Source: an optimization exercise on an open RTL-to-GDS flow (aim: small area). Production flows keep margins and buffers that such runs may drop.
In this exercise RTL edits were held to simulation tests only and were not proved equivalent to the original.
The clock cells of runs 3 to 5 come from the design's own scripts or RTL, not from TritonCTS.
The flow treats the clock pin as an ideal source. Dropping or thinning the clock tree relies on that and would not hold on a real chip.
Power is estimated from default activity; no workload was simulated.

--- design/flow/flow/run.sh ---
#!/bin/bash
# Own layout flow: the standard synthesis, then the combinational logic is
# re-mapped for area with ABC (flip-flops untouched), then the standard ORFS
# flow from floorplan to finish with smaller port buffers and a lighter clock tree.
set -euo pipefail
W=$(pwd)
F=$W/flow
R=$W/orfs/results/sky130hd/TOP_Digital_Clock/base
LIB=$FLOW_HOME/platforms/sky130hd/lib/sky130_fd_sc_hd__tt_025C_1v80.lib
YOSYS=$(command -v yosys || echo $FLOW_HOME/../tools/install/yosys/bin/yosys)

bash standard.sh synth > std_synth.log 2>&1
cp $R/1_2_yosys.v $W/std_netlist.v

best=""; bestarea=""
for s in $F/abc*.abc; do
  n=$(basename $s .abc)
  sed -e "s#@LIB@#$LIB#g" -e "s#@IN@#$W/std_netlist.v#" -e "s#@OUT@#$W/reopt_$n.v#" \
      -e "s#@ABC@#$s#" -e "s#@TOP@#$FLOW_TOP#" $F/reopt.ys.in > $W/reopt_$n.ys
  if $YOSYS -l $W/reopt_$n.log -q $W/reopt_$n.ys > /dev/null 2>&1; then
    a=$(grep "Chip area for module" $W/reopt_$n.log | tail -1 | awk '{print $NF}')
    if [[ -n "$a" ]] && { [[ -z "$bestarea" ]] || python3 -c "import sys; sys.exit(0 if $a < $bestarea else 1)"; }; then
      best=$n; bestarea=$a
    fi
  fi
done
echo "re-mapped netlist: $best ($bestarea um2)" | tee $W/reopt_choice.txt
if [[ -n "$best" ]]; then
  cp $W/reopt_$best.v $R/1_2_yosys.v
  touch $R/1_2_yosys.v
  rm -f $R/1_synth.odb $R/1_synth.sdc
fi

export BUFFER_PORTS_ARGS="-buffer_cell sky130_fd_sc_hd__buf_1"
export CTS_ARGS="-sink_clustering_enable -repair_clock_nets -dont_use_dummy_load -buf_list sky130_fd_sc_hd__clkbuf_4 -root_buf sky130_fd_sc_hd__clkbuf_4"
bash standard.sh finish > std_finish.log 2>&1
--- design/flow/flow/abc1.abc ---
strash
dch -f
amap
--- design/flow/flow/abc2.abc ---
strash
balance -l; resub -K 6 -l; rewrite -l; resub -K 6 -N 2 -l; refactor -l; resub -K 8 -l; balance -l; resub -K 8 -N 2 -l; rewrite -l; resub -K 10 -l; rewrite -z -l; resub -K 10 -N 2 -l; balance -l; resub -K 12 -l; refactor -z -l; resub -K 12 -N 2 -l; rewrite -z -l; balance -l
dch -f
amap
--- design/flow/flow/abc3.abc ---
strash
dc2
dch -f
amap
--- design/flow/flow/abc4.abc ---
strash
dch -f
&get -n
&nf -p -a -R 1000
&put
--- design/flow/flow/reopt.ys.in ---
# Re-map the combinational logic of the standard synthesis netlist; the
# flip-flop instances (names, cell types, connections) are kept as they are.
read_liberty -ignore_miss_func @LIB@
blackbox sky130_fd_sc_hd__df*
read_verilog @IN@
hierarchy -top @TOP@
flatten
opt_clean -purge
abc -script @ABC@ -liberty @LIB@ -dont_use *probe* -dont_use *lpflow* -D 10000
opt_clean -purge
hilomap -singleton -hicell sky130_fd_sc_hd__conb_1 HI -locell sky130_fd_sc_hd__conb_1 LO
splitnets
opt_clean -purge
stat -liberty @LIB@
write_verilog -noattr -nohex -nodec @OUT@
--- design/flow/standard.sh ---
#!/bin/bash
# synth_recipe.tcl (not shown) runs the flow's synth.tcl, then flattens the netlist and writes it again
# the make line also repeats each setting of config.mk as NAME=value (left out here)
make -C /OpenROAD-flow-scripts/flow DESIGN_CONFIG=/design/flow/config.mk WORK_HOME=/design/flow/orfs CLKGATE_MAP_FILE= SYNTH_SCRIPT=/design/flow/synth_recipe.tcl "${@:-finish}"
--- design/flow/config.mk ---
export PLATFORM = sky130hd
export DESIGN_NAME = TOP_Digital_Clock
export DESIGN_NICKNAME = TOP_Digital_Clock
export VERILOG_FILES = /design/flow/design.v
export SDC_FILE = /design/flow/constraint.sdc
export NUM_CORES = 4
export LEC_CHECK = 0
export CAP_MARGIN = 20
export CORE_MARGIN = 2
export CORE_UTILIZATION = 40
export SLEW_MARGIN = 20
--- design/flow/constraint.sdc ---
create_clock -name core_clock -period 10.0 [get_ports {fpga_clk}]
set_input_delay 2.0000 -clock core_clock [delete_from_list [all_inputs] [get_ports {fpga_clk}]]
set_output_delay 2.0000 -clock core_clock [all_outputs]
set_load 0.01 [all_outputs]
--- design/flow/design.v ---
`timescale 1ns / 1ps
module digital_clock_clk_gen(
    input fpga_clk,
    input rstn,
    output sec_tick,
    output scan_tick
    );
reg [3:0] cyc;     
reg [2:0] tenth;   
wire cyc_last = cyc[3] & cyc[0];                 
assign scan_tick = cyc[2] & ~cyc[1] & ~cyc[0];   
assign sec_tick  = cyc_last & tenth[2];          
always @(posedge fpga_clk, negedge rstn) begin
    if (!rstn) begin
        cyc   <= 4'd0;
        tenth <= 3'd0;
    end
    else begin
        cyc[0] <= ~cyc[0];
        cyc[1] <= ~cyc[3] & (cyc[1] ^ cyc[0]);
        cyc[2] <= cyc[2] ^ (cyc[1] & cyc[0]);
        cyc[3] <= cyc[3] ? ~cyc[0] : (cyc[2] & cyc[1] & cyc[0]);
        if (cyc_last) begin
            tenth[0] <= ~tenth[0] & ~tenth[2];
            tenth[1] <= tenth[1] ^ tenth[0];
            tenth[2] <= tenth[1] & tenth[0];
        end
    end
end
endmodule
`timescale 1ns / 1ps
module Digital_Clock(
    input clk,
    input rstn,
    input sec_tick,
    input scan_tick,
    output wire [7:0] digit,
    output wire [6:0] seg
    );
reg [3:0] so;
reg [2:0] st;
reg [3:0] mo;
reg [2:0] mt;
reg [3:0] ho;
reg [1:0] ht;
reg [2:0] pos;
wire so_n0 = (~so[0]);
wire so_n1 = (so[0] & ~so[1] & ~so[3]) | (~so[0] & so[1]);
wire so_n2 = (so[0] & so[1] & ~so[2]) | (~so[1] & so[2]) | (~so[0] & so[2]);
wire so_n3 = (~so[0] & so[3]) | (so[0] & so[1] & so[2]);
wire so_last = (so[0] & so[3]);
wire t2 = sec_tick & so_last;
wire st_n0 = (~st[0]);
wire st_n1 = (st[0] & ~st[1] & ~st[2]) | (~st[0] & st[1]);
wire st_n2 = (st[0] & st[1]) | (~st[0] & st[2]);
wire st_last = (st[0] & st[2]);
wire t3 = t2 & st_last;
wire mo_n0 = (~mo[0]);
wire mo_n1 = (mo[0] & ~mo[1] & ~mo[3]) | (~mo[0] & mo[1]);
wire mo_n2 = (mo[0] & mo[1] & ~mo[2]) | (~mo[1] & mo[2]) | (~mo[0] & mo[2]);
wire mo_n3 = (~mo[0] & mo[3]) | (mo[0] & mo[1] & mo[2]);
wire mo_last = (mo[0] & mo[3]);
wire t4 = t3 & mo_last;
wire mt_n0 = (~mt[0]);
wire mt_n1 = (mt[0] & ~mt[1] & ~mt[2]) | (~mt[0] & mt[1]);
wire mt_n2 = (mt[0] & mt[1]) | (~mt[0] & mt[2]);
wire mt_last = (mt[0] & mt[2]);
wire t5 = t4 & mt_last;
wire h_n0 = (~ho[0]);
wire h_n1 = (ho[0] & ~ho[1] & ~ho[3]) | (~ho[0] & ho[1]);
wire h_n2 = (ho[0] & ho[1] & ~ho[2] & ~ht[1]) | (~ho[1] & ho[2]) | (~ho[0] & ho[2]);
wire h_n3 = (~ho[0] & ho[3]) | (ho[0] & ho[1] & ho[2]);
wire h_n4 = (ho[0] & ho[3] & ~ht[0]) | (~ho[3] & ht[0]) | (~ho[0] & ht[0]);
wire h_n5 = (ho[0] & ho[3] & ht[0]) | (~ho[0] & ht[1]) | (~ho[1] & ht[1]);
wire [7:0] sel = 8'd1 << pos;
assign digit = ~sel;
wire val0 = (sel[0] & so[0]) | (sel[1] & st[0]) | (sel[3] & mo[0]) | (sel[4] & mt[0]) | (sel[6] & ho[0]) | (sel[7] & ht[0]);
wire val1 = (sel[0] & so[1]) | (sel[1] & st[1]) | sel[2] | (sel[3] & mo[1]) | (sel[4] & mt[1]) | sel[5] | (sel[6] & ho[1]) | (sel[7] & ht[1]);
wire val2 = (sel[0] & so[2]) | (sel[1] & st[2]) | (sel[3] & mo[2]) | (sel[4] & mt[2]) | (sel[6] & ho[2]);
wire val3 = (sel[0] & so[3]) | sel[2] | (sel[3] & mo[3]) | sel[5] | (sel[6] & ho[3]);
assign seg[0] = (~val1 & ~val2 & ~val3) | (val0 & val1 & val2);
assign seg[1] = (val0 & ~val2 & ~val3) | (val1 & ~val2) | (val0 & val1);
assign seg[2] = (val0) | (~val1 & val2) | (val1 & val3);
assign seg[3] = (val0 & ~val1 & ~val2 & ~val3) | (val1 & val3) | (~val0 & ~val1 & val2) | (val0 & val1 & val2);
assign seg[4] = (~val0 & val1 & ~val2);
assign seg[5] = (val1 & val3) | (val0 & ~val1 & val2) | (~val0 & val1 & val2);
assign seg[6] = (val0 & ~val1 & ~val2 & ~val3) | (val1 & val3) | (~val0 & ~val1 & val2);
always @(posedge clk, negedge rstn) begin
    if (!rstn) begin
        so <= 4'd0;
        st <= 3'd0;
        mo <= 4'd0;
        mt <= 3'd0;
        ho <= 4'd0;
        ht <= 2'd0;
        pos <= 3'd0;
    end
    else begin
        if (sec_tick) so <= {so_n3, so_n2, so_n1, so_n0};
        if (t2) st <= {st_n2, st_n1, st_n0};
        if (t3) mo <= {mo_n3, mo_n2, mo_n1, mo_n0};
        if (t4) mt <= {mt_n2, mt_n1, mt_n0};
        if (t5) begin ho <= {h_n3, h_n2, h_n1, h_n0}; ht <= {h_n5, h_n4}; end
        if (scan_tick) pos <= pos + 3'd1;
    end
end
endmodule
`timescale 1ns / 1ps
module TOP_Digital_Clock(
    input fpga_clk,
    input rstn,
    output wire [7:0] digit,
    output wire [6:0] seg
);
wire sec_tick;
wire scan_tick;
digital_clock_clk_gen inst_clk_gen(
    .fpga_clk(fpga_clk),
    .rstn(rstn),
    .sec_tick(sec_tick),
    .scan_tick(scan_tick)
);
Digital_Clock inst_Digital_Clock(
    .clk(fpga_clk),
    .rstn(rstn),
    .sec_tick(sec_tick),
    .scan_tick(scan_tick),
    .digit(digit),
    .seg(seg)
);
endmodule
==> results.tsv, run 1 <==
metric	value	unit
diodes	0	
grt_pass1_wl	5.13	mm
multiInputGateArea	499	µm²
cts_root_buf	clkbuf_4	
num_vias	1233	
setup.worst_path.class	register to output port	
slew_headroom	45.7	%
syn_area_per_cell	8.18	µm²
setup_viol	0	
vias_per_cell	5.14	
area_delta_synth_final	11.6	%
stdcell_area	0.00157	mm²
rsz0062_at_grt	no	
grt_overflow	0	
cts_made_buffers	5	
setup_tns	0	ps
place_area	0.00153	mm²
period_needed	4950	ps
start_util	41.9	%
outcome	timing/DRC/antenna clean	
ant_nets	0	
drive_gt1_share	3.09	%
cp.required	8000	ps
postCtsSetupRepairBufs	0	
synth_fp_nets	174	
yosys_warnings	2	
seqCellArea	751	µm²
grt.total_usage	16.6	%
clock_latency	320	ps
fin_skew	22.5	ps
dieArea	0.00401	mm²
hp-class	register to register	
hold_buffers	0	
io_pins	17	
nFillCells	358	
ir_drop	0.0747	mV
die_w	63.3	µm
worst_setup_path_end_kind	output port	
place.gp.congestion	0.838	
slew_violations	0	
grt_max_degree	31	
fin_util	46.7	%
drtPass1Iterations	4	
cts_tree	done	
port_buffers	16	
powerDensity	118	mW/mm²
setup_ws	5050	ps
preCtsSetupSlack	5460	ps
antenna_found_initial	0	
rows	21	
netlist_area	0.00141	mm²
drc	0	
startpoint	inst_Digital_Clock.pos[2]	
nets	198	
core	0.00336	mm²
die_h	63.3	µm
rrSetupSlack	7150	ps
cp-start-kind	register	
cp_slowest_cell	a2111oi_0	
wire_per_inst	12.4	µm
drv_cap	0	
critPathMaxStageDelay	710	ps
r2r-start	inst_clk_gen.cyc[0]	
cp.arrival	2950	ps
max_freq	202	MHz
hp-start	inst_Digital_Clock.ht[0]	
p_leak	0.660	nW
ctsResizeCount	0	
cts_max_level	2	
clock_sinks	30	
crit_chain	clkinv_1 -> nand3_1 -> o22ai_1 -> a2111oi_0 -> clkinv_1 -> nor2_1 -> nor2_1 -> o22ai_1 -> buf_1	
path_clk_slew	90	ps
dp_hpwl	2.31	mm
cp_max_fo	6	
tightestPinTransition	794	ps
fin_crit_sh	49.5	%
hold_violations	0	
wl	2.96	mm
grt_pass1_vias	1184	
netlist_instances	172	
clk_path_buf_depth	2	
drtIter0Drc	49	
==> area by class of cell <==
| type | instances | area share (%) |
|---|---|---|
| multi-input combinational | 100 | 31.8 |
| clock buffer | 5 | 2.39 |
| timing repair buffer | 17 | 4.30 |
| sequential | 30 | 47.8 |
| tap | 46 | 3.67 |
| inverter | 42 | 10.0 |
==> per-stage QoR <==
step           std cells  hold slack, ps  total power, mW
2_1_floorplan        172             434            0.124
3_5_place_dp         235             467            0.127
6_report             240             473            0.185
3_3_place_gp         235             453            0.126
5_1_grt              240             488            0.193
4_1_cts              240             478            0.187
==> placed cells by master, fill, tap and decap left out, drive strengths merged <==
cell and count:
a221oi 2, nor2 35, nand3 4, a2111oi 1, a22oi 4, clkbuf 5
clkinv 42, a21oi 8, o21ai 2, a211oi 3, or2 1, o221ai 2
dfrtp 30, nor2b 2, o22ai 16, nand2 14, buf 17, nor3 6
==> critical path, delay by kind of cell, from the launching register on <==
| family | cells | cell delay [ps] |
|---|---|---|
| compound gates | 3 | 950 |
| buf+inv | 3 | 630 |
| flops | 1 | 440 |
| simple gates | 3 | 610 |
==> state kept, by name, summed over array words and instances, names as in the netlist, named ones only <==
signal	cells
inst_Digital_Clock.ho	4
inst_Digital_Clock.mo	4
inst_Digital_Clock.so	4
inst_clk_gen.cyc	4
inst_clk_gen.tenth	3
inst_Digital_Clock.pos	3
inst_Digital_Clock.ht	2
inst_Digital_Clock.mt	2
inst_Digital_Clock.st	2
==> power by group <==
group	internal [mW]	leakage (nW)	switching (mW)
Sequential	0.121	0.395	0
Combinational	0.000349	0.242	0.00236
Clock	0.0234	0.0230	0.0378
Total	0.145	0.660	0.0401
==> path summary, 6_finish.rpt <==
kind                                       endpoint  cells past startpoint
max                                          seg[3]                      9
min                        inst_Digital_Clock.ht[0]                      1
max reg2reg                inst_Digital_Clock.ho[2]                     16
min reg2reg                inst_Digital_Clock.ht[0]                      1
max in group asynchronous  inst_Digital_Clock.so[1]                      2
min in group asynchronous  inst_Digital_Clock.so[3]                      2
==> metal layers <==
layer	GRT usage (%)	part of all wire, %	vias to the layer above
met5	0	0	-
met4	8.15	2.2	0
met3	3.93	3.0	7
met2	28.8	49	27
met1	19.0	45	576
li1	-	-	623
==> run 2: changes to the inputs <==
--- a/design/flow/design.v
+++ b/design/flow/design.v
@@ -7,10 +7,11 @@
     );
-reg [3:0] cyc;     
-reg [2:0] tenth;   
-wire cyc_last = cyc[3] & cyc[0];                 
-assign scan_tick = cyc[2] & ~cyc[1] & ~cyc[0];   
-assign sec_tick  = cyc_last & tenth[2];          
+reg [3:0] c;
+reg [2:0] tenth;
+wire c_fb = (c[0] & ~c[3]) | (c[0] & ~c[1]) | (~c[0] & c[1] & c[3]) | (~c[0] & ~c[2]);
+wire c_last = (~c[0] & ~c[2]);    
+assign scan_tick = (~c[0] & c[1] & c[3]);    
+assign sec_tick = c_last & ((~tenth[0] & tenth[1]));    
 always @(posedge fpga_clk, negedge rstn) begin
     if (!rstn) begin
-        cyc   <= 4'd0;
+        c <= 4'd1;
         tenth <= 3'd0;
@@ -18,11 +19,4 @@
     else begin
-        cyc[0] <= ~cyc[0];
-        cyc[1] <= ~cyc[3] & (cyc[1] ^ cyc[0]);
-        cyc[2] <= cyc[2] ^ (cyc[1] & cyc[0]);
-        cyc[3] <= cyc[3] ? ~cyc[0] : (cyc[2] & cyc[1] & cyc[0]);
-        if (cyc_last) begin
-            tenth[0] <= ~tenth[0] & ~tenth[2];
-            tenth[1] <= tenth[1] ^ tenth[0];
-            tenth[2] <= tenth[1] & tenth[0];
-        end
+        c <= {c[2:0], c_fb};
+        if (c_last) tenth <= {(tenth[0] & tenth[1]), (tenth[0]), (~tenth[2])};
     end
@@ -43,4 +37,3 @@
 reg [2:0] mt;
-reg [3:0] ho;
-reg [1:0] ht;
+reg [4:0] hr;
 reg [2:0] pos;
@@ -68,14 +61,19 @@
 wire t5 = t4 & mt_last;
-wire h_n0 = (~ho[0]);
-wire h_n1 = (ho[0] & ~ho[1] & ~ho[3]) | (~ho[0] & ho[1]);
-wire h_n2 = (ho[0] & ho[1] & ~ho[2] & ~ht[1]) | (~ho[1] & ho[2]) | (~ho[0] & ho[2]);
-wire h_n3 = (~ho[0] & ho[3]) | (ho[0] & ho[1] & ho[2]);
-wire h_n4 = (ho[0] & ho[3] & ~ht[0]) | (~ho[3] & ht[0]) | (~ho[0] & ht[0]);
-wire h_n5 = (ho[0] & ho[3] & ht[0]) | (~ho[0] & ht[1]) | (~ho[1] & ht[1]);
+wire h_n0 = (~hr[0]);
+wire h_n1 = (hr[0] & ~hr[1] & ~hr[3]) | (~hr[0] & hr[1]) | (hr[0] & ~hr[1] & hr[2]);
+wire h_n2 = (hr[0] & hr[1] & ~hr[2]) | (~hr[1] & hr[2]) | (~hr[0] & hr[2]) | (hr[0] & hr[3] & hr[4]);
+wire h_n3 = (hr[0] & hr[1] & hr[2] & ~hr[3]) | (~hr[0] & hr[3]) | (~hr[1] & hr[2] & hr[3]) | (hr[3] & hr[4]);
+wire h_n4 = (hr[0] & ~hr[2] & hr[3] & ~hr[4]) | (~hr[3] & hr[4]) | (~hr[0] & hr[4]);
+wire hod0 = (hr[0]);
+wire htd0 = (hr[4]);
+wire hod1 = (hr[1]);
+wire htd1 = (hr[2] & hr[3]);
+wire hod2 = (hr[2] & ~hr[3]);
+wire hod3 = (~hr[2] & hr[3]);
 wire [7:0] sel = 8'd1 << pos;
 assign digit = ~sel;
-wire val0 = (sel[0] & so[0]) | (sel[1] & st[0]) | (sel[3] & mo[0]) | (sel[4] & mt[0]) | (sel[6] & ho[0]) | (sel[7] & ht[0]);
-wire val1 = (sel[0] & so[1]) | (sel[1] & st[1]) | sel[2] | (sel[3] & mo[1]) | (sel[4] & mt[1]) | sel[5] | (sel[6] & ho[1]) | (sel[7] & ht[1]);
-wire val2 = (sel[0] & so[2]) | (sel[1] & st[2]) | (sel[3] & mo[2]) | (sel[4] & mt[2]) | (sel[6] & ho[2]);
-wire val3 = (sel[0] & so[3]) | sel[2] | (sel[3] & mo[3]) | sel[5] | (sel[6] & ho[3]);
+wire val0 = (sel[0] & so[0]) | (sel[1] & st[0]) | (sel[3] & mo[0]) | (sel[4] & mt[0]) | (sel[6] & hod0) | (sel[7] & htd0);
+wire val1 = (sel[0] & so[1]) | (sel[1] & st[1]) | sel[2] | (sel[3] & mo[1]) | (sel[4] & mt[1]) | sel[5] | (sel[6] & hod1) | (sel[7] & htd1);
+wire val2 = (sel[0] & so[2]) | (sel[1] & st[2]) | (sel[3] & mo[2]) | (sel[4] & mt[2]) | (sel[6] & hod2);
+wire val3 = (sel[0] & so[3]) | sel[2] | (sel[3] & mo[3]) | sel[5] | (sel[6] & hod3);
 assign seg[0] = (~val1 & ~val2 & ~val3) | (val0 & val1 & val2);
@@ -93,4 +91,3 @@
         mt <= 3'd0;
-        ho <= 4'd0;
-        ht <= 2'd0;
+        hr <= 5'd0;
         pos <= 3'd0;
@@ -102,3 +99,3 @@
         if (t4) mt <= {mt_n2, mt_n1, mt_n0};
-        if (t5) begin ho <= {h_n3, h_n2, h_n1, h_n0}; ht <= {h_n5, h_n4}; end
+        if (t5) hr <= {h_n4, h_n3, h_n2, h_n1, h_n0};
         if (scan_tick) pos <= pos + 3'd1;
==> results.tsv, run 2 <==
metric	value	unit
outcome	timing/DRC/antenna clean	
port_buffers	16	
netSwitchingPower	38.0	µW
cp-start-kind	register	
vias_per_cell	5.24	
setup_viol	0	
synth_fp_nets	161	
syn_area_per_cell	8.55	µm²
grt_overflow	0	
pwr-share-seq	65.5	%
die_w	62.3	µm
postCtsSetupRepairBufs	0	
p_int	141	µW
path_clk_slew	90	ps
drtIter0Drc	78	
clock_sinks	29	
wire_per_inst	12.0	µm
core	0.00331	mm²
drtPass1Iterations	4	
seqCellArea	727	µm²
slew_violations	0	
grt_pass1_wl	4.73	mm
start_util	41.1	%
area_delta_synth_final	12.0	%
antenna_found_initial	0	
drv_cap	0	
max_freq	206	MHz
netlist_area	0.00136	mm²
drive_gt1_share	3.87	%
hold_violations	0	
nets	185	
cts_made_buffers	5	
cp.required	8000	ps
layout_common_cells	clkinv_1, nor2_1, dfrtp_1	
largest_reg_flops	5	
tightestPinTransition	775	ps
setup_tns	0	ps
io_pins	17	
slew_headroom	47.0	%
setup.worst_path.class	register to output port	
dieArea	0.00388	mm²
num_vias	1190	
p_leak	0.613	nW
cp_max_fo	7	
final_common_cell	clkinv_1	
ctsResizeCount	0	
cts_max_level	2	
grt_pass1_vias	1128	
grt_max_degree	30	
fin_crit_sh	48.6	%
switching_share	21.2	%
diodes	0	
clockPowerShare	33.1	%
cts_root_buf	clkbuf_4	
multiInputGateArea	498	µm²
ir_drop	0.0594	mV
hp-class	register to register	
nFillCells	343	
yosys_warnings	2	
ant_nets	0	
fin_util	46.0	%
die_h	62.3	µm
wl	2.72	mm
cp.arrival	2860	ps
powerDensity	118	mW/mm²
clock_latency	330	ps
grt.total_usage	15.8	%
cts_tree	done	
dp_hpwl	2.13	mm
fin_skew	17.0	ps
regMostFlops	inst_Digital_Clock.hr	
drc	0	
clk_path_buf_depth	2	
netlist_instances	159	
period_needed	4860	ps
hold_ws	392	ps
worst_setup_path_end_kind	output port	
hold_buffers	0	
rows	21	
place.gp.congestion	0.822	
rsz0062_at_grt	no	
pwr-share-comb	1.4	%
[run 2: power groups by stage]
stage	combinational (mW)	clock [mW]	sequential [mW]
6_report	0.00252	0.0592	0.117
3_5_place_dp	0.00282	0	0.119
3_3_place_gp	0.00271	0	0.119
4_1_cts	0.00281	0.0619	0.117
5_1_grt	0.00321	0.0672	0.117
2_1_floorplan	0.000000191	0	0.120
[run 2: critical path, stage by stage, from the launching register on]
cell	delay, ps
dfrtp_1	460
clkinv_1	160
nand3_1	230
nor2b_1	70
a2111oi_0	690
clkinv_1	270
nor2_1	250
nor2_1	100
o22ai_1	120
buf_1	170
[run 2: area by class of cell]
type,instances,area share (%)
flip-flops and latches,29,47.7
multi-input cells,94,32.7
inverters,36,8.87
repair buffers,17,4.44
well taps,46,3.78
clock buffers,5,2.47
[run 2: metal layers]
| layer | track usage, % | vias to the layer above | routed length [µm] |
|---|---|---|---|
| met5 | 0 | - | 0 |
| met4 | 6.67 | 0 | 51 |
| met3 | 5.07 | 6 | 133 |
| met2 | 27.0 | 23 | 1330 |
| met1 | 18.2 | 570 | 1200 |
| li1 | - | 591 | - |
[run 2: path summary, 6_finish.rpt]
kind	startpoint	to	slack, ps	depth (start not counted)
setup reg to reg	inst_clk_gen.c[0]	inst_Digital_Clock.hr[2]	6770	16
hold reg to reg	inst_clk_gen.c[2]	inst_clk_gen.c[3]	390	0
hold / removal	inst_clk_gen.c[2]	inst_clk_gen.c[3]	390	0
min in group asynchronous	rstn	inst_Digital_Clock.so[2]	1660	2
max in group asynchronous	rstn	inst_clk_gen.c[0]	8040	2
setup / recovery	inst_Digital_Clock.pos[2]	seg[3]	5140	9
[run 2: through the flow]
step / instances / total power [mW] / cell area [µm²] / setup WS (ps)
final: 227 / 0.179 / 1520 / 5140
after floorplan: 159 / 0.120 / 1360 / 5960
after CTS: 227 / 0.182 / 1520 / 5160
after detailed placement: 222 / 0.122 / 1490 / 5570
after global routing: 227 / 0.188 / 1520 / 4870
after global placement: 222 / 0.122 / 1490 / 5780
==> run 3: changes to the inputs <==
--- a/design/flow/flow/run.sh
+++ b/design/flow/flow/run.sh
@@ -35,2 +35,3 @@
 export CTS_ARGS="-sink_clustering_enable -repair_clock_nets -dont_use_dummy_load -buf_list sky130_fd_sc_hd__clkbuf_4 -root_buf sky130_fd_sc_hd__clkbuf_4"
+export POST_CTS_TCL=$F/post_cts.tcl
 bash standard.sh finish > std_finish.log 2>&1
==> design/flow/flow/post_cts.tcl (new file) <==
# Replace the clock tree that CTS built by NBUF clock buffers, each driving a
# cluster of nearby flip-flops; the clock port drives the buffers directly.
set nbuf [expr {[info exists ::env(MY_CLK_NBUF)] ? $::env(MY_CLK_NBUF) : 3}]
set bufm [expr {[info exists ::env(MY_CLK_BUF)] ? $::env(MY_CLK_BUF) : "sky130_fd_sc_hd__clkbuf_4"}]
set block [ord::get_db_block]
set port_net [[$block findBTerm fpga_clk] getNet]
# collect sinks (register clock pins) reachable through the CTS tree
set ::pc_sinks {}
set ::pc_old_insts {}
set ::pc_old_nets {}
proc walk {net} {
  upvar #0 pc_sinks sinks pc_old_insts old_insts pc_old_nets old_nets
  foreach it [$net getITerms] {
    if {[$it getIoType] ne "INPUT"} { continue }
    set inst [$it getInst]
    set m [[$inst getMaster] getName]
    if {[string match "*clkbuf*" $m] || [string match "*clkinv*" $m] || [string match "clkload*" [$inst getName]]} {
      lappend old_insts $inst
      foreach o [$inst getITerms] {
        if {[$o getIoType] eq "OUTPUT" && [$o getNet] ne "NULL"} { lappend old_nets [$o getNet]; walk [$o getNet] }
      }
    } else {
      lappend sinks $it
    }
  }
}
walk $port_net
set sinks $::pc_sinks
set old_insts $::pc_old_insts
set old_nets $::pc_old_nets
puts "post_cts: [llength $sinks] sinks, [llength $old_insts] old clock cells"
# disconnect sinks and remove the old tree
foreach s $sinks { $s disconnect }
foreach inst $old_insts { odb::dbInst_destroy $inst }
foreach n $old_nets { if {[llength [$n getITerms]] == 0} { odb::dbNet_destroy $n } }
# k-means clustering of sink locations
set pts {}
foreach s $sinks { set b [[$s getInst] getBBox]; lappend pts [list [expr {([$b xMin]+[$b xMax])/2}] [expr {([$b yMin]+[$b yMax])/2}]] }
set n [llength $pts]
set sorted [lsort -integer -index 0 [lmap p $pts {lindex $p 0}]]
set cent {}
for {set k 0} {$k < $nbuf} {incr k} {
  set p [lindex [lsort -integer -index 0 $pts] [expr {int(($k + 0.5) * $n / $nbuf)}]]
  lappend cent $p
}
for {set iter 0} {$iter < 30} {incr iter} {
  set assign {}
  foreach p $pts {
    set best 0; set bd 1e18
    for {set k 0} {$k < $nbuf} {incr k} {
      set c [lindex $cent $k]
      set d [expr {pow([lindex $p 0]-[lindex $c 0],2)+pow([lindex $p 1]-[lindex $c 1],2)}]
      if {$d < $bd} { set bd $d; set best $k }
    }
    lappend assign $best
  }
  set newcent {}
  for {set k 0} {$k < $nbuf} {incr k} {
    set sx 0; set sy 0; set c 0
    foreach p $pts a $assign { if {$a == $k} { set sx [expr {$sx+[lindex $p 0]}]; set sy [expr {$sy+[lindex $p 1]}]; incr c } }
    if {$c > 0} { lappend newcent [list [expr {int($sx/$c)}] [expr {int($sy/$c)}]] } else { lappend newcent [lindex $cent $k] }
  }
  set cent $newcent
}
set master [[ord::get_db] findMaster $bufm]
for {set k 0} {$k < $nbuf} {incr k} {
  set net [odb::dbNet_create $block "clknet_my_$k"]
  $net setSigType CLOCK
  set inst [odb::dbInst_create $block $master "clkbuf_my_$k"]
  set c [lindex $cent $k]
  $inst setLocation [expr {[lindex $c 0] - [$master getWidth]/2}] [expr {[lindex $c 1]}]
  $inst setPlacementStatus PLACED
  [$inst findITerm A] connect $port_net
  [$inst findITerm X] connect $net
  set cnt 0
  foreach s $sinks a $assign { if {$a == $k} { $s connect $net; incr cnt } }
  puts "post_cts: clkbuf_my_$k drives $cnt sinks"
}
detailed_placement
check_placement -verbose
estimate_parasitics -placement
report_clock_skew
==> results.tsv, run 3 <==
metric	value	unit
outcome	timing/DRC/antenna clean	
hp-class	register to register	
vias_per_cell	5.24	
rr_worst_depth	16	
place.gp.congestion	0.822	
timing.rr.end	inst_Digital_Clock.hr[2]	
rsz0062_at_grt	no	
clockPowerShare	26.3	%
netSwitchingPower	30.6	µW
fin_skew	56.2	ps
setup_tns	0	ps
drtPass1Iterations	4	
wl	2.71	mm
slew_violations	0	
area_delta_synth_final	10.9	%
netlist_area	0.00136	mm²
tightestPinTransition	785	ps
powerDensity	108	mW/mm²
grt_pass1_wl	4.73	mm
synth_fp_nets	161	
slew_headroom	46.3	%
drtIter0Drc	62	
dieArea	0.00388	mm²
crit_chain	clkinv_1 -> nand3_1 -> nor2b_1 -> a2111oi_0 -> clkinv_1 -> nor2_1 -> nor2_1 -> o22ai_1 -> buf_1	
p_leak	0.604	nW
layout_common_cells	clkinv_1, nor2_1, dfrtp_1	
fin_crit_sh	47.2	%
grt_overflow	0	
die_w	62.3	µm
port_buffers	16	
grt.total_usage	15.5	%
nFillCells	341	
pwr-share-seq	72.2	%
clock_latency	180	ps
io_pins	17	
r2r-start	inst_clk_gen.c[0]	
period_needed	4720	ps
nets	183	
drive_gt1_share	2.79	%
hold_violations	0	
wire_per_inst	12.0	µm
setup.worst_path.class	register to output port	
rows	21	
worst_setup_path_end_kind	output port	
dp_hpwl	2.13	mm
netlist_instances	159	
ir_drop	0.0645	mV
path_clk_slew	120	ps
antenna_found_initial	0	
cp_max_fo	7	
crit_end	seg[3]	
grt_max_degree	30	
syn_area_per_cell	8.55	µm²
setup_viol	0	
final_common_cell	clkinv_1	
critPathMaxStageDelay	700	ps
drv_cap	0	
clock_sinks	29	
die_h	62.3	µm
largest_reg_flops	5	
critical_path_buf_inv_count	3	
cp.depth	9	
multiInputGateArea	498	µm²
core	0.00331	mm²
preCtsSetupSlack	5570	ps
rrSetupSlack	6700	ps
diodes	0	
cp-start-kind	register	
seqCellArea	727	µm²
yosys_warnings	2	
max_freq	212	MHz
setup_ws	5280	ps
ant_nets	0	
num_vias	1179	
start_util	41.1	%
cp_slowest_cell	a2111oi_0	
grt_pass1_vias	1111	
p_int	132	µW
cp.arrival	2720	ps
regMostFlops	inst_Digital_Clock.hr	
pwr-share-comb	1.5	%
cp.required	8000	ps
drc	0	
switching_share	18.8	%
crit_family	compound AO/OA/AOI/OAI gates	
startpoint	inst_Digital_Clock.pos[2]	
[run 3: power groups by stage]
stage | Clock, mW | Sequential (mW) | Combinational (mW)
finish | 0.0427 | 0.117 | 0.00249
detailed placement | 0 | 0.119 | 0.00282
floorplan | 0 | 0.120 | 0.000000191
global route | 0.0494 | 0.117 | 0.00321
global placement | 0 | 0.119 | 0.00271
[run 3: stage by stage]
step / instance area [µm²] / std cells / hold slack [ps] / power (mW) / utilization [%]
detailed placement: 1490 / 222 / 370 / 0.122 / 44.9
floorplan: 1360 / 159 / 354 / 0.120 / -
finish: 1510 / 225 / 399 / 0.162 / 45.5
global route: 1510 / 225 / 417 / 0.170 / 45.5
global placement: 1490 / 222 / 363 / 0.122 / 44.9
[run 3: worst min path at each step]
| stage | cells past startpoint | end | start | slack, ps |
|---|---|---|---|---|
| final | 0 | inst_clk_gen.c[3] | inst_clk_gen.c[2] | 400 |
| after global routing | 0 | inst_clk_gen.c[2] | inst_clk_gen.c[1] | 420 |
| after detailed placement | 0 | inst_clk_gen.c[2] | inst_clk_gen.c[1] | 370 |
| after global placement | 0 | inst_clk_gen.c[2] | inst_clk_gen.c[1] | 360 |
| after floorplan | 0 | inst_clk_gen.c[2] | inst_clk_gen.c[1] | 350 |
[run 3: routing by layer]
metal	track usage [%]	routed length [µm]
met4	4.17	14
met5	0	0
met2	26.9	1350
met3	5.07	130
met1	18.5	1220
[run 3: layout make-up]
cell class                 instances  share of cell area, %
multi-input combinational         94                   33.0
sequential                        29                   48.2
timing repair buffer              17                   4.48
buffer                             3                   1.49
inverter                          36                   8.96
tap                               46                   3.82
==> run 4: changes to the inputs <==
--- a/design/flow/design.v
+++ b/design/flow/design.v
@@ -7,16 +7,24 @@
     );
-reg [3:0] c;
-reg [2:0] tenth;
-wire c_fb = (c[0] & ~c[3]) | (c[0] & ~c[1]) | (~c[0] & c[1] & c[3]) | (~c[0] & ~c[2]);
+reg  [3:0] c_q;
+wire [3:0] c = c_q;
+reg  [2:0] tenth_q;
+wire [2:0] tenth = tenth_q ^ 3'd1;
+wire c_n0 = (c[0] & ~c[3]) | (c[0] & ~c[1]) | (~c[0] & c[1] & c[3]) | (~c[0] & ~c[2]);
+wire c_n1 = (c[0]);
+wire c_n2 = (c[1]);
+wire c_n3 = (c[2]);
 wire c_last = (~c[0] & ~c[2]);    
 assign scan_tick = (~c[0] & c[1] & c[3]);    
-assign sec_tick = c_last & ((~tenth[0] & tenth[1]));    
+wire tenth_n0 = (~tenth[0] & ~tenth[2]);
+wire tenth_n1 = (~tenth[0]) | (tenth[2]);
+wire tenth_n2 = (~tenth[1]) | (tenth[0] & tenth[2]);
+assign sec_tick = c_last & ((tenth[0] & ~tenth[2]));
 always @(posedge fpga_clk, negedge rstn) begin
     if (!rstn) begin
-        c <= 4'd1;
-        tenth <= 3'd0;
+        c_q <= 4'd1;
+        tenth_q <= 3'd1;
     end
     else begin
-        c <= {c[2:0], c_fb};
-        if (c_last) tenth <= {(tenth[0] & tenth[1]), (tenth[0]), (~tenth[2])};
+        c_q <= {c_n3, c_n2, c_n1, c_n0} ^ 4'd0;
+        if (c_last) tenth_q <= {tenth_n2, tenth_n1, tenth_n0} ^ 3'd1;
     end
@@ -33,8 +41,14 @@
     );
-reg [3:0] so;
-reg [2:0] st;
-reg [3:0] mo;
-reg [2:0] mt;
-reg [4:0] hr;
-reg [2:0] pos;
+reg  [3:0] so_q;
+wire [3:0] so = so_q ^ 4'd10;
+reg  [2:0] st_q;
+wire [2:0] st = st_q ^ 3'd7;
+reg  [3:0] mo_q;
+wire [3:0] mo = mo_q ^ 4'd11;
+reg  [2:0] mt_q;
+wire [2:0] mt = mt_q ^ 3'd3;
+reg  [4:0] hr_q;
+wire [4:0] hr = hr_q ^ 5'd3;
+reg  [2:0] pos_q;
+wire [2:0] pos = pos_q ^ 3'd4;
 wire so_n0 = (~so[0]);
@@ -61,19 +75,29 @@
 wire t5 = t4 & mt_last;
-wire h_n0 = (~hr[0]);
-wire h_n1 = (hr[0] & ~hr[1] & ~hr[3]) | (~hr[0] & hr[1]) | (hr[0] & ~hr[1] & hr[2]);
-wire h_n2 = (hr[0] & hr[1] & ~hr[2]) | (~hr[1] & hr[2]) | (~hr[0] & hr[2]) | (hr[0] & hr[3] & hr[4]);
-wire h_n3 = (hr[0] & hr[1] & hr[2] & ~hr[3]) | (~hr[0] & hr[3]) | (~hr[1] & hr[2] & hr[3]) | (hr[3] & hr[4]);
-wire h_n4 = (hr[0] & ~hr[2] & hr[3] & ~hr[4]) | (~hr[3] & hr[4]) | (~hr[0] & hr[4]);
-wire hod0 = (hr[0]);
-wire htd0 = (hr[4]);
-wire hod1 = (hr[1]);
-wire htd1 = (hr[2] & hr[3]);
-wire hod2 = (hr[2] & ~hr[3]);
-wire hod3 = (~hr[2] & hr[3]);
-wire [7:0] sel = 8'd1 << pos;
-assign digit = ~sel;
-wire val0 = (sel[0] & so[0]) | (sel[1] & st[0]) | (sel[3] & mo[0]) | (sel[4] & mt[0]) | (sel[6] & hod0) | (sel[7] & htd0);
-wire val1 = (sel[0] & so[1]) | (sel[1] & st[1]) | sel[2] | (sel[3] & mo[1]) | (sel[4] & mt[1]) | sel[5] | (sel[6] & hod1) | (sel[7] & htd1);
-wire val2 = (sel[0] & so[2]) | (sel[1] & st[2]) | (sel[3] & mo[2]) | (sel[4] & mt[2]) | (sel[6] & hod2);
-wire val3 = (sel[0] & so[3]) | sel[2] | (sel[3] & mo[3]) | sel[5] | (sel[6] & hod3);
+wire hr_n0 = (~hr[0]);
+wire hr_n1 = (hr[0] & ~hr[1] & ~hr[3]) | (~hr[0] & hr[1]) | (hr[0] & ~hr[1] & hr[2]);
+wire hr_n2 = (hr[0] & hr[1] & ~hr[2]) | (~hr[1] & hr[2]) | (~hr[0] & hr[2]) | (hr[0] & hr[3] & hr[4]);
+wire hr_n3 = (hr[0] & hr[1] & hr[2] & ~hr[3]) | (~hr[0] & hr[3]) | (~hr[1] & hr[2] & hr[3]) | (hr[3] & hr[4]);
+wire hr_n4 = (hr[0] & ~hr[2] & hr[3] & ~hr[4]) | (~hr[3] & hr[4]) | (~hr[0] & hr[4]);
+wire h6d0 = (hr[0]);
+wire h7d0 = (hr[4]);
+wire h6d1 = (hr[1]);
+wire h7d1 = (hr[2] & hr[3]);
+wire h6d2 = (hr[2] & ~hr[3]);
+wire h6d3 = (~hr[2] & hr[3]);
+wire pos_n0 = (~pos[0]);
+wire pos_n1 = (~pos[0] & ~pos[1] & ~pos[2]) | (pos[0] & pos[2]) | (pos[1] & pos[2]);
+wire pos_n2 = (~pos[1]);
+wire sel0 = (~pos[0] & ~pos[1] & pos[2]);
+wire sel1 = (pos[0] & ~pos[1] & pos[2]);
+wire sel2 = (~pos[0] & pos[1] & pos[2]);
+wire sel3 = (pos[0] & pos[1] & ~pos[2]);
+wire sel4 = (~pos[0] & ~pos[1] & ~pos[2]);
+wire sel5 = (pos[0] & pos[1] & pos[2]);
+wire sel6 = (~pos[0] & pos[1] & ~pos[2]);
+wire sel7 = (pos[0] & ~pos[1] & ~pos[2]);
+assign digit = ~{sel7, sel6, sel5, sel4, sel3, sel2, sel1, sel0};
+wire val0 = (sel0 & so[0]) | (sel1 & st[0]) | (sel3 & mo[0]) | (sel4 & mt[0]) | (sel6 & h6d0) | (sel7 & h7d0);
+wire val1 = (sel0 & so[1]) | (sel1 & st[1]) | sel2 | (sel3 & mo[1]) | (sel4 & mt[1]) | sel5 | (sel6 & h6d1) | (sel7 & h7d1);
+wire val2 = (sel0 & so[2]) | (sel1 & st[2]) | (sel3 & mo[2]) | (sel4 & mt[2]) | (sel6 & h6d2);
+wire val3 = (sel0 & so[3]) | sel2 | (sel3 & mo[3]) | sel5 | (sel6 & h6d3);
 assign seg[0] = (~val1 & ~val2 & ~val3) | (val0 & val1 & val2);
@@ -87,16 +111,16 @@
     if (!rstn) begin
-        so <= 4'd0;
-        st <= 3'd0;
-        mo <= 4'd0;
-        mt <= 3'd0;
-        hr <= 5'd0;
-        pos <= 3'd0;
+        so_q <= 4'd10;
+        st_q <= 3'd7;
+        mo_q <= 4'd11;
+        mt_q <= 3'd3;
+        hr_q <= 5'd3;
+        pos_q <= 3'd0;
     end
     else begin
-        if (sec_tick) so <= {so_n3, so_n2, so_n1, so_n0};
-        if (t2) st <= {st_n2, st_n1, st_n0};
-        if (t3) mo <= {mo_n3, mo_n2, mo_n1, mo_n0};
-        if (t4) mt <= {mt_n2, mt_n1, mt_n0};
-        if (t5) hr <= {h_n4, h_n3, h_n2, h_n1, h_n0};
-        if (scan_tick) pos <= pos + 3'd1;
+        if (sec_tick) so_q <= {so_n3, so_n2, so_n1, so_n0} ^ 4'd10;
+        if (t2) st_q <= {st_n2, st_n1, st_n0} ^ 3'd7;
+        if (t3) mo_q <= {mo_n3, mo_n2, mo_n1, mo_n0} ^ 4'd11;
+        if (t4) mt_q <= {mt_n2, mt_n1, mt_n0} ^ 3'd3;
+        if (t5) hr_q <= {hr_n4, hr_n3, hr_n2, hr_n1, hr_n0} ^ 5'd3;
+        if (scan_tick) pos_q <= {pos_n2, pos_n1, pos_n0} ^ 3'd4;
     end
==> design/flow/flow/run.sh (replaced) <==
#!/bin/bash
# Own layout flow: the standard synthesis; its combinational logic re-mapped
# for area, or an own synthesis with the standard registers (names, cells),
# whichever is smaller; then the standard ORFS flow from floorplan to finish
# with small port buffers and a one-level clock tree of four buffers.
set -euo pipefail
W=$(pwd)
F=$W/flow
R=$W/orfs/results/sky130hd/TOP_Digital_Clock/base
LIB=$FLOW_HOME/platforms/sky130hd/lib/sky130_fd_sc_hd__tt_025C_1v80.lib
YOSYS=$(command -v yosys || echo $FLOW_HOME/../tools/install/yosys/bin/yosys)

bash standard.sh synth > std_synth.log 2>&1
cp $R/1_2_yosys.v $W/std_netlist.v

# candidates: (a) the standard netlist with its combinational logic re-mapped,
# (b) an own synthesis of the design whose registers are then given the
# standard synthesis's names and cell types. The smallest is laid out.
best=""; bestarea=""
consider() {  # consider NAME LOG NETLIST
  local a
  a=$(grep "Chip area for module" $2 | tail -1 | awk '{print $NF}')
  if [[ -n "$a" ]] && { [[ -z "$bestarea" ]] || python3 -c "import sys; sys.exit(0 if $a < $bestarea else 1)"; }; then
    best=$3; bestarea=$a
  fi
  echo "$1: ${a:-failed}" >> $W/reopt_choice.txt
}
: > $W/reopt_choice.txt
for s in $F/abc*.abc; do
  n=$(basename $s .abc)
  sed -e "s#@LIB@#$LIB#g" -e "s#@IN@#$W/std_netlist.v#" -e "s#@OUT@#$W/reopt_$n.v#" \
      -e "s#@ABC@#$s#" -e "s#@TOP@#$FLOW_TOP#" $F/reopt.ys.in > $W/reopt_$n.ys
  if $YOSYS -l $W/reopt_$n.log -q $W/reopt_$n.ys > /dev/null 2>&1; then
    consider reopt_$n $W/reopt_$n.log $W/reopt_$n.v
  fi
  sed -e "s#@LIB@#$LIB#g" -e "s#@DESIGN@#$FLOW_DESIGN#" -e "s#@OUT@#$W/own_$n.raw.v#" \
      -e "s#@ABC@#$s#" -e "s#@TOP@#$FLOW_TOP#" $F/synth_own.ys.in > $W/own_$n.ys
  if $YOSYS -l $W/own_$n.log -q $W/own_$n.ys > /dev/null 2>&1 && \
     python3 $F/match_regs.py $W/std_netlist.v $W/own_$n.raw.v $W/own_$n.v > $W/own_$n.match.log 2>&1; then
    consider own_$n $W/own_$n.log $W/own_$n.v
  fi
done
echo "chosen: $best ($bestarea um2)" | tee -a $W/reopt_choice.txt
if [[ -n "$best" ]]; then
  cp $best $R/1_2_yosys.v
  touch $R/1_2_yosys.v
  rm -f $R/1_synth.odb $R/1_synth.sdc
fi

export BUFFER_PORTS_ARGS="-buffer_cell sky130_fd_sc_hd__buf_1"
export CTS_ARGS="-sink_clustering_enable -repair_clock_nets -dont_use_dummy_load -buf_list sky130_fd_sc_hd__clkbuf_4 -root_buf sky130_fd_sc_hd__clkbuf_4"
export POST_CTS_TCL=$F/post_cts.tcl
export MY_CLK_NBUF=${MY_CLK_NBUF:-4} MY_CLK_BUF=${MY_CLK_BUF:-sky130_fd_sc_hd__clkbuf_4}
bash standard.sh finish > std_finish.log 2>&1
==> design/flow/flow/match_regs.py (new file) <==
"""Give the flip-flops of an own-synthesis netlist the names and cell types
that the standard synthesis gave them, matching them by the register net on
their Q pin.  Exits non-zero if the registers do not pair one to one."""
import re, sys
def flops(text):
    res = {}
    for m in re.finditer(r'(sky130_fd_sc_hd__df\w+)\s+(\\\S+|\S+)\s*\((.*?)\);', text, re.S):
        cell, name, body = m.group(1), m.group(2), m.group(3)
        q = re.search(r'\.Q\(\s*(\\\S+\s|[^\s)]+)\s*\)', body)
        if not q:
            sys.exit(f"flop {name} without Q")
        res[q.group(1).strip()] = (cell, name, m.start(), m.end())
    return res
std_text = open(sys.argv[1]).read()
own_text = open(sys.argv[2]).read()
std = flops(std_text)
own = flops(own_text)
if set(std) != set(own):
    sys.exit(f"registers differ: std-only {sorted(set(std)-set(own))[:5]} own-only {sorted(set(own)-set(std))[:5]}")
out = []
pos = 0
for q, (cell, name, s, e) in sorted(own.items(), key=lambda kv: kv[1][2]):
    scell, sname = std[q][0], std[q][1]
    inst = own_text[s:e]
    inst = inst.replace(cell, scell, 1)
    inst = inst.replace(name, sname, 1)
    out.append(own_text[pos:s]); out.append(inst); pos = e
out.append(own_text[pos:])
new = "".join(out)
# no other instance may already carry one of the standard names
for q, (scell, sname, s, e) in std.items():
    if len(re.findall(r'\s' + re.escape(sname) + r'\s*\(', new)) != 1:
        sys.exit(f"name clash for {sname}")
open(sys.argv[3], "w").write(new)
print(f"matched {len(std)} registers")
==> design/flow/flow/synth_own.ys.in (new file) <==
# Own synthesis of the design: Yosys's generic synthesis (without the fsm and
# share passes, flattened, as the standard synthesis), then ABC maps the
# combinational logic for area. Flip-flops are renamed to the standard
# synthesis's names and cell types afterwards (match_regs.py).
read_verilog @DESIGN@
synth -flatten -top @TOP@ -nofsm -noshare
rename -hide w:*$func$*
dfflibmap -liberty @LIB@ -dont_use *dfxtp* -dont_use *dfrbp* -dont_use *dfbbp* -dont_use *dfsbp*
opt
abc -script @ABC@ -liberty @LIB@ -dont_use *probe* -dont_use *lpflow* -D 10000
opt_clean -purge
hilomap -singleton -hicell sky130_fd_sc_hd__conb_1 HI -locell sky130_fd_sc_hd__conb_1 LO
splitnets
opt_clean -purge
stat -liberty @LIB@
write_verilog -noattr -nohex -nodec @OUT@
removed: design/flow/flow/abc4.abc
==> results.tsv, run 4 <==
metric	value	unit
outcome	timing/DRC/antenna clean	
clock_sinks	29	
start_util	42.7	%
worst_setup_path_end_kind	output port	
grt.total_usage	16.5	%
rsz0062_at_grt	no	
dp_hpwl	2.13	mm
hp-class	register to register	
die_w	61.6	µm
grt_busiest_layer	met2	
grt_overflow	0	
clock_latency	160	ps
port_buffers	16	
drtIter0Drc	50	
max_freq	206	MHz
io_pins	17	
wl	2.65	mm
met2_usage	28.6	%
num_vias	1101	
slew_headroom	39.4	%
grt_pass1_vias	1060	
slew_violations	0	
cp.required	8000	ps
critical_path_buf_inv_count	3	
crit_family	simple AND/OR/NAND/NOR gates	
fin_skew	42.2	ps
ant_nets	0	
crit_chain	clkinv_1 -> nand3_1 -> o22ai_1 -> nor4_1 -> clkinv_1 -> o221ai_1 -> o31a_1 -> or2_0 -> buf_1	
cpMostUsedCell	clkinv_1	
rows	20	
setup_viol	0	
grt_max_degree	30	
placedCellCount	208	
nets	172	
drive_gt1_share	11.3	%
grtUsageMet3	6.72	%
grt_pass1_wl	4.49	mm
powerDensity	112	mW/mm²
tightestPinTransition	900	ps
cp-start-kind	register	
drv_cap	0	
final_common_cell	nor2_1	
hold_violations	0	
dieArea	0.00379	mm²
p_leak	0.549	nW
setup.worst_path.class	register to output port	
vias_per_cell	5.19	
netlist_instances	147	
diodes	0	
wire_per_inst	12.5	µm
layout_common_cells	nor2_1, clkinv_1, buf_1	
fin_util	47.6	%
synth_fp_nets	149	
fin_crit_sh	48.4	%
place.gp.congestion	0.785	
regMostFlops	inst_Digital_Clock.hr_q	
setup_tns	0	ps
largest_reg_flops	5	
setup_ws	5160	ps
cp.arrival	2840	ps
path_clk_slew	100	ps
critPathMaxStageDelay	780	ps
ir_drop	0.0488	mV
yosys_warnings	2	
instances_no_fill	212	
antenna_found_initial	0	
area_delta_synth_final	11.5	%
syn_area_per_cell	9.01	µm²
period_needed	4840	ps
cp_max_fo	7	
drc	0	
netlist_area	0.00133	mm²
die_h	61.6	µm
core	0.00310	mm²
drtPass1Iterations	4	
preCtsSetupSlack	5350	ps
grt_use_met1	18.5	%
cp_slowest_cell	nor4_1	
## run 4: changes by cell type in the layout (fill, tap and decap cells not counted), moves of 4 or more
cell / change
a211oi_1: -4
a21oi_1: +5
clkinv_1: -14
dfrtp_1: -13
dfstp_2: +13
nor2_1: -6
o21ai_0: +5
## run 4: power breakdown
group | internal [mW] | leakage [nW] | switching [mW]
combinational | 0.000349 | 0.211 | 0.00211
sequential | 0.118 | 0.320 | 0
clock | 0.0189 | 0.0184 | 0.0260
## run 4: worst register-to-register path, delay by kind of cell, from the launching register on
family | cells | cell delay [ps]
buffers and inverters | 3 | 410
DFF | 1 | 400
and+or+nand+nor | 13 | 1960
AOI/OAI and AO/OA | 2 | 240
## run 4: cell type report
| class | instances | area [µm²] |
|---|---|---|
| buffer | 4 | 30.0 |
| fill | 314 | 1630 |
| inverter | 22 | 82.6 |
| multi-input combinational | 96 | 499 |
| sequential | 29 | 743 |
| tap | 44 | 55.1 |
| timing repair buffer | 17 | 67.6 |
## run 4: routing by layer
layer / share of wire, % / up-vias
li1: - / 559
met1: 44 / 517
met2: 49 / 19
met3: 4.9 / 6
met4: 1.7 / 0
met5: 0 / -
## run 4: final timing paths
| path | from | endpoint | slack (ps) | depth (start not counted) |
|---|---|---|---|---|
| max | inst_Digital_Clock.pos_q[0] | seg[3] | 5160 | 9 |
| min | inst_clk_gen.c_q[1] | inst_clk_gen.c_q[2] | 380 | 0 |
| max reg2reg | inst_clk_gen.c_q[2] | inst_Digital_Clock.hr_q[2] | 6880 | 18 |
| min reg2reg | inst_clk_gen.c_q[1] | inst_clk_gen.c_q[2] | 380 | 0 |
| max in group asynchronous | rstn | inst_Digital_Clock.mt_q[1] | 7830 | 2 |
| min in group asynchronous | rstn | inst_Digital_Clock.hr_q[2] | 1820 | 2 |
## run 4: metrics by stage
| stage | hold slack (ps) | area (µm²) | power (mW) |
|---|---|---|---|
| floorplan | 354 | 1330 | 0.120 |
| global placement | 357 | 1450 | 0.122 |
| detailed placement | 361 | 1450 | 0.122 |
| global route | 398 | 1480 | 0.174 |
| finish | 382 | 1480 | 0.165 |
==> run 5: changes to the inputs <==
--- a/design/flow/design.v
+++ b/design/flow/design.v
@@ -7,7 +7,5 @@
     );
-reg  [3:0] c_q;
-wire [3:0] c = c_q;
-reg  [2:0] tenth_q;
-wire [2:0] tenth = tenth_q ^ 3'd1;
-wire c_n0 = (c[0] & ~c[3]) | (c[0] & ~c[1]) | (~c[0] & c[1] & c[3]) | (~c[0] & ~c[2]);
+reg  [5:0] c_q;
+wire [5:0] c = c_q;
+wire c_n0 = (~c[4] & ~c[5]) | (c[3] & ~c[5]) | (c[0] & ~c[3] & c[4] & c[5]) | (~c[0] & ~c[1] & ~c[3] & c[5]) | (c[1] & ~c[2] & ~c[5]);
 wire c_n1 = (c[0]);
@@ -15,16 +13,12 @@
 wire c_n3 = (c[2]);
-wire c_last = (~c[0] & ~c[2]);    
-assign scan_tick = (~c[0] & c[1] & c[3]);    
-wire tenth_n0 = (~tenth[0] & ~tenth[2]);
-wire tenth_n1 = (~tenth[0]) | (tenth[2]);
-wire tenth_n2 = (~tenth[1]) | (tenth[0] & tenth[2]);
-assign sec_tick = c_last & ((tenth[0] & ~tenth[2]));
+wire c_n4 = (c[3]);
+wire c_n5 = (c[4]);
+assign scan_tick = (~c[0] & c[1] & c[2] & c[4]) | (~c[0] & c[2] & c[4] & ~c[5]);    
+assign sec_tick = (~c[0] & c[1] & ~c[2] & c[4] & ~c[5]);    
 always @(posedge fpga_clk, negedge rstn) begin
     if (!rstn) begin
-        c_q <= 4'd1;
-        tenth_q <= 3'd1;
+        c_q <= 6'd37;
     end
     else begin
-        c_q <= {c_n3, c_n2, c_n1, c_n0} ^ 4'd0;
-        if (c_last) tenth_q <= {tenth_n2, tenth_n1, tenth_n0} ^ 3'd1;
+        c_q <= {c_n5, c_n4, c_n3, c_n2, c_n1, c_n0} ^ 6'd0;
     end
@@ -42,5 +36,5 @@
 reg  [3:0] so_q;
-wire [3:0] so = so_q ^ 4'd10;
+wire [3:0] so = so_q ^ 4'd6;
 reg  [2:0] st_q;
-wire [2:0] st = st_q ^ 3'd7;
+wire [2:0] st = st_q ^ 3'd5;
 reg  [3:0] mo_q;
@@ -48,7 +42,7 @@
 reg  [2:0] mt_q;
-wire [2:0] mt = mt_q ^ 3'd3;
+wire [2:0] mt = mt_q ^ 3'd7;
 reg  [4:0] hr_q;
-wire [4:0] hr = hr_q ^ 5'd3;
+wire [4:0] hr = hr_q ^ 5'd15;
 reg  [2:0] pos_q;
-wire [2:0] pos = pos_q ^ 3'd4;
+wire [2:0] pos = pos_q ^ 3'd5;
 wire so_n0 = (~so[0]);
@@ -99,28 +93,28 @@
 wire val0 = (sel0 & so[0]) | (sel1 & st[0]) | (sel3 & mo[0]) | (sel4 & mt[0]) | (sel6 & h6d0) | (sel7 & h7d0);
-wire val1 = (sel0 & so[1]) | (sel1 & st[1]) | sel2 | (sel3 & mo[1]) | (sel4 & mt[1]) | sel5 | (sel6 & h6d1) | (sel7 & h7d1);
-wire val2 = (sel0 & so[2]) | (sel1 & st[2]) | (sel3 & mo[2]) | (sel4 & mt[2]) | (sel6 & h6d2);
+wire val1 = (sel0 & so[1]) | (sel1 & st[1]) | (sel3 & mo[1]) | (sel4 & mt[1]) | (sel6 & h6d1) | (sel7 & h7d1);
+wire val2 = (sel0 & so[2]) | (sel1 & st[2]) | sel2 | (sel3 & mo[2]) | (sel4 & mt[2]) | sel5 | (sel6 & h6d2);
 wire val3 = (sel0 & so[3]) | sel2 | (sel3 & mo[3]) | sel5 | (sel6 & h6d3);
 assign seg[0] = (~val1 & ~val2 & ~val3) | (val0 & val1 & val2);
-assign seg[1] = (val0 & ~val2 & ~val3) | (val1 & ~val2) | (val0 & val1);
-assign seg[2] = (val0) | (~val1 & val2) | (val1 & val3);
-assign seg[3] = (val0 & ~val1 & ~val2 & ~val3) | (val1 & val3) | (~val0 & ~val1 & val2) | (val0 & val1 & val2);
-assign seg[4] = (~val0 & val1 & ~val2);
-assign seg[5] = (val1 & val3) | (val0 & ~val1 & val2) | (~val0 & val1 & val2);
-assign seg[6] = (val0 & ~val1 & ~val2 & ~val3) | (val1 & val3) | (~val0 & ~val1 & val2);
+assign seg[1] = (val0 & ~val2 & ~val3) | (val1 & ~val2) | (val0 & val1) | (val2 & val3);
+assign seg[2] = (val0) | (~val1 & val2);
+assign seg[3] = (val0 & ~val1 & ~val2 & ~val3) | (~val0 & ~val1 & val2) | (val0 & val1 & val2);
+assign seg[4] = (~val0 & val1 & ~val2) | (val2 & val3);
+assign seg[5] = (val2 & val3) | (val0 & ~val1 & val2) | (~val0 & val1 & val2);
+assign seg[6] = (val0 & ~val1 & ~val2 & ~val3) | (~val0 & ~val1 & val2);
 always @(posedge clk, negedge rstn) begin
     if (!rstn) begin
-        so_q <= 4'd10;
-        st_q <= 3'd7;
+        so_q <= 4'd6;
+        st_q <= 3'd5;
         mo_q <= 4'd11;
-        mt_q <= 3'd3;
-        hr_q <= 5'd3;
-        pos_q <= 3'd0;
+        mt_q <= 3'd7;
+        hr_q <= 5'd15;
+        pos_q <= 3'd1;
     end
     else begin
-        if (sec_tick) so_q <= {so_n3, so_n2, so_n1, so_n0} ^ 4'd10;
-        if (t2) st_q <= {st_n2, st_n1, st_n0} ^ 3'd7;
+        if (sec_tick) so_q <= {so_n3, so_n2, so_n1, so_n0} ^ 4'd6;
+        if (t2) st_q <= {st_n2, st_n1, st_n0} ^ 3'd5;
         if (t3) mo_q <= {mo_n3, mo_n2, mo_n1, mo_n0} ^ 4'd11;
-        if (t4) mt_q <= {mt_n2, mt_n1, mt_n0} ^ 3'd3;
-        if (t5) hr_q <= {hr_n4, hr_n3, hr_n2, hr_n1, hr_n0} ^ 5'd3;
-        if (scan_tick) pos_q <= {pos_n2, pos_n1, pos_n0} ^ 3'd4;
+        if (t4) mt_q <= {mt_n2, mt_n1, mt_n0} ^ 3'd7;
+        if (t5) hr_q <= {hr_n4, hr_n3, hr_n2, hr_n1, hr_n0} ^ 5'd15;
+        if (scan_tick) pos_q <= {pos_n2, pos_n1, pos_n0} ^ 3'd5;
     end
==> design/flow/flow/abc_x10.abc (new file) <==
strash
dc2
dch
amap
==> design/flow/flow/abc_x13.abc (new file) <==
strash
drw
drf
dc2
dch -f
amap
==> design/flow/flow/abc_x4.abc (new file) <==
strash
dc2
dch -f
amap -m
==> results.tsv, run 5 <==
metric	value	unit
outcome	timing/DRC/antenna clean	
drive_gt1_share	14.6	%
start_util	42.1	%
max_freq	213	MHz
grt_max_degree	29	
netlist_instances	142	
antenna_found_initial	0	
r2r-start	inst_clk_gen.c_q[2]	
rsz0062_at_grt	no	
dieArea	0.00371	mm²
clock_latency	170	ps
worst_setup_path_end_kind	output port	
hp-class	register to register	
startpoint	inst_Digital_Clock.pos_q[0]	
grt.total_usage	17.2	%
setup_ws	5320	ps
ant_nets	0	
port_buffers	16	
cp_max_fo	6	
tightestPinTransition	597	ps
netlist_area	0.00129	mm²
period_needed	4680	ps
setup.worst_path.class	register to output port	
drv_cap	0	
hold_violations	0	
wire_per_inst	13.2	µm
powerDensity	111	mW/mm²
preCtsSetupSlack	5490	ps
synth_fp_nets	144	
nFillCells	320	
wl	2.74	mm
cp.required	8000	ps
slew_violations	0	
place.gp.congestion	0.842	
grt_pass1_wl	4.47	mm
fin_util	47.3	%
rrSetupSlack	7390	ps
layout_common_cells	clkinv_1, nand2_1, dfstp_2	
instances_no_fill	208	
cp.arrival	2680	ps
syn_area_per_cell	9.12	µm²
final_common_cell	clkinv_1	
cp-start-kind	register	
placedCellCount	204	
regMostFlops	inst_clk_gen.c_q	
p_leak	0.569	nW
core	0.00308	mm²
crit_end	seg[5]	
slew_headroom	59.9	%
io_pins	17	
timing.rr.end	inst_Digital_Clock.hr_q[2]	
rr_worst_depth	15	
clock_sinks	28	
area_delta_synth_final	12.4	%
num_vias	1105	
fin_skew	46.8	ps
drtPass1Iterations	4	
diodes	0	
grt_overflow	0	
ir_drop	0.0559	mV
largest_reg_flops	6	
die_h	60.9	µm
reg_top3	inst_clk_gen.c_q (6), inst_Digital_Clock.hr_q (5)	
setup_viol	0	
path_clk_slew	60	ps
drtIter0Drc	64	
fin_crit_sh	46.8	%
setup_tns	0	ps
drc	0	
hold_ws	413	ps
rows	20	
grt_pass1_vias	1019	
nets	168	
die_w	60.9	µm
vias_per_cell	5.31	
yosys_warnings	2	
dp_hpwl	2.14	mm
-- run 5: routing by layer --
metal	share of wire [%]	wire (µm)	track usage, %	vias to the layer above
met4	1.7	46	7.76	0
li1	-	-	-	547
met2	47	1280	27.8	24
met3	5.0	136	7.04	5
met1	47	1280	20.1	529
met5	0	0	0	-
-- run 5: area by class of cell --
| class | count | area, µm² | area share [%] |
|---|---|---|---|
| flip-flops and latches | 28 | 723 | 49.7 |
| multi-input cells | 93 | 493 | 33.9 |
| inverters | 21 | 78.8 | 5.42 |
| repair buffers | 18 | 75.1 | 5.16 |
| well taps | 44 | 55.1 | 3.78 |
| plain buffers | 4 | 30.0 | 2.06 |
-- run 5: power breakdown --
part	internal, mW	total (mW)	switching, mW
Clock	0.0189	0.0453	0.0264
Sequential	0.114	0.114	0
Combinational	0.000350	0.00240	0.00205
Total	0.133	0.161	0.0285
-- run 5: worst min path at each step --
stage | start | endpoint | cells past startpoint
after floorplan | inst_clk_gen.c_q[3] | inst_clk_gen.c_q[4] | 0
after global placement | inst_clk_gen.c_q[3] | inst_clk_gen.c_q[4] | 0
after detailed placement | inst_clk_gen.c_q[4] | inst_clk_gen.c_q[5] | 0
after global routing | inst_clk_gen.c_q[0] | inst_clk_gen.c_q[1] | 0
final | inst_clk_gen.c_q[4] | inst_clk_gen.c_q[5] | 0
-- run 5: through the flow --
step / cell area [µm²] / power [mW]
2_1_floorplan: 1290 / 0.115
3_3_place_gp: 1430 / 0.118
3_5_place_dp: 1430 / 0.118
5_1_grt: 1460 / 0.169
6_report: 1460 / 0.161
-- run 5: worst max-delay path, cell delays in order, from the launching register on --
cell and delay [ps]:
dfstp_2 550, clkinv_1 140, nand3_1 190, clkinv_1 100, a32o_1 220, nor3_1 450, o21ai_0 220, o21a_1 160
or2_0 220, a21oi_1 140, buf_1 160

-- port drivers added, routing unchanged --
Ports are ideal in the flow. The routed layouts listed here were re-timed in OpenROAD.
Step 1 (the two cells are an assumption about what drives the block):
set clk [get_ports {fpga_clk}]
set_driving_cell -lib_cell sky130_fd_sc_hd__clkbuf_16 $clk
set_driving_cell -lib_cell sky130_fd_sc_hd__buf_2 [delete_from_list [all_inputs] $clk]
Step 2 also shifts input and output timing later by t, the mid clock arrival at the registers, as if the neighbouring blocks saw the same clock.
Slacks: no drivers / after step 1 / after step 2; pairs: no drivers / after step 1.
run | shift t [ns] | setup WS [ns] | worst slew at a driven data input, ns
run 1 | 0.336 | 5.051 / 5.028 / 5.364 | 0.03
run 2 | 0.340 | 5.138 / 5.117 / 5.456 | 0.03
run 3 | 0.186 | 5.284 / 5.247 / 5.433 | 0.03
run 4 | 0.182 | 5.155 / 5.112 / 5.294 | 0.03
run 5 | 0.188 | 5.316 / 5.273 / 5.461 | 0.03
After both steps setup and hold are still met in every run listed.
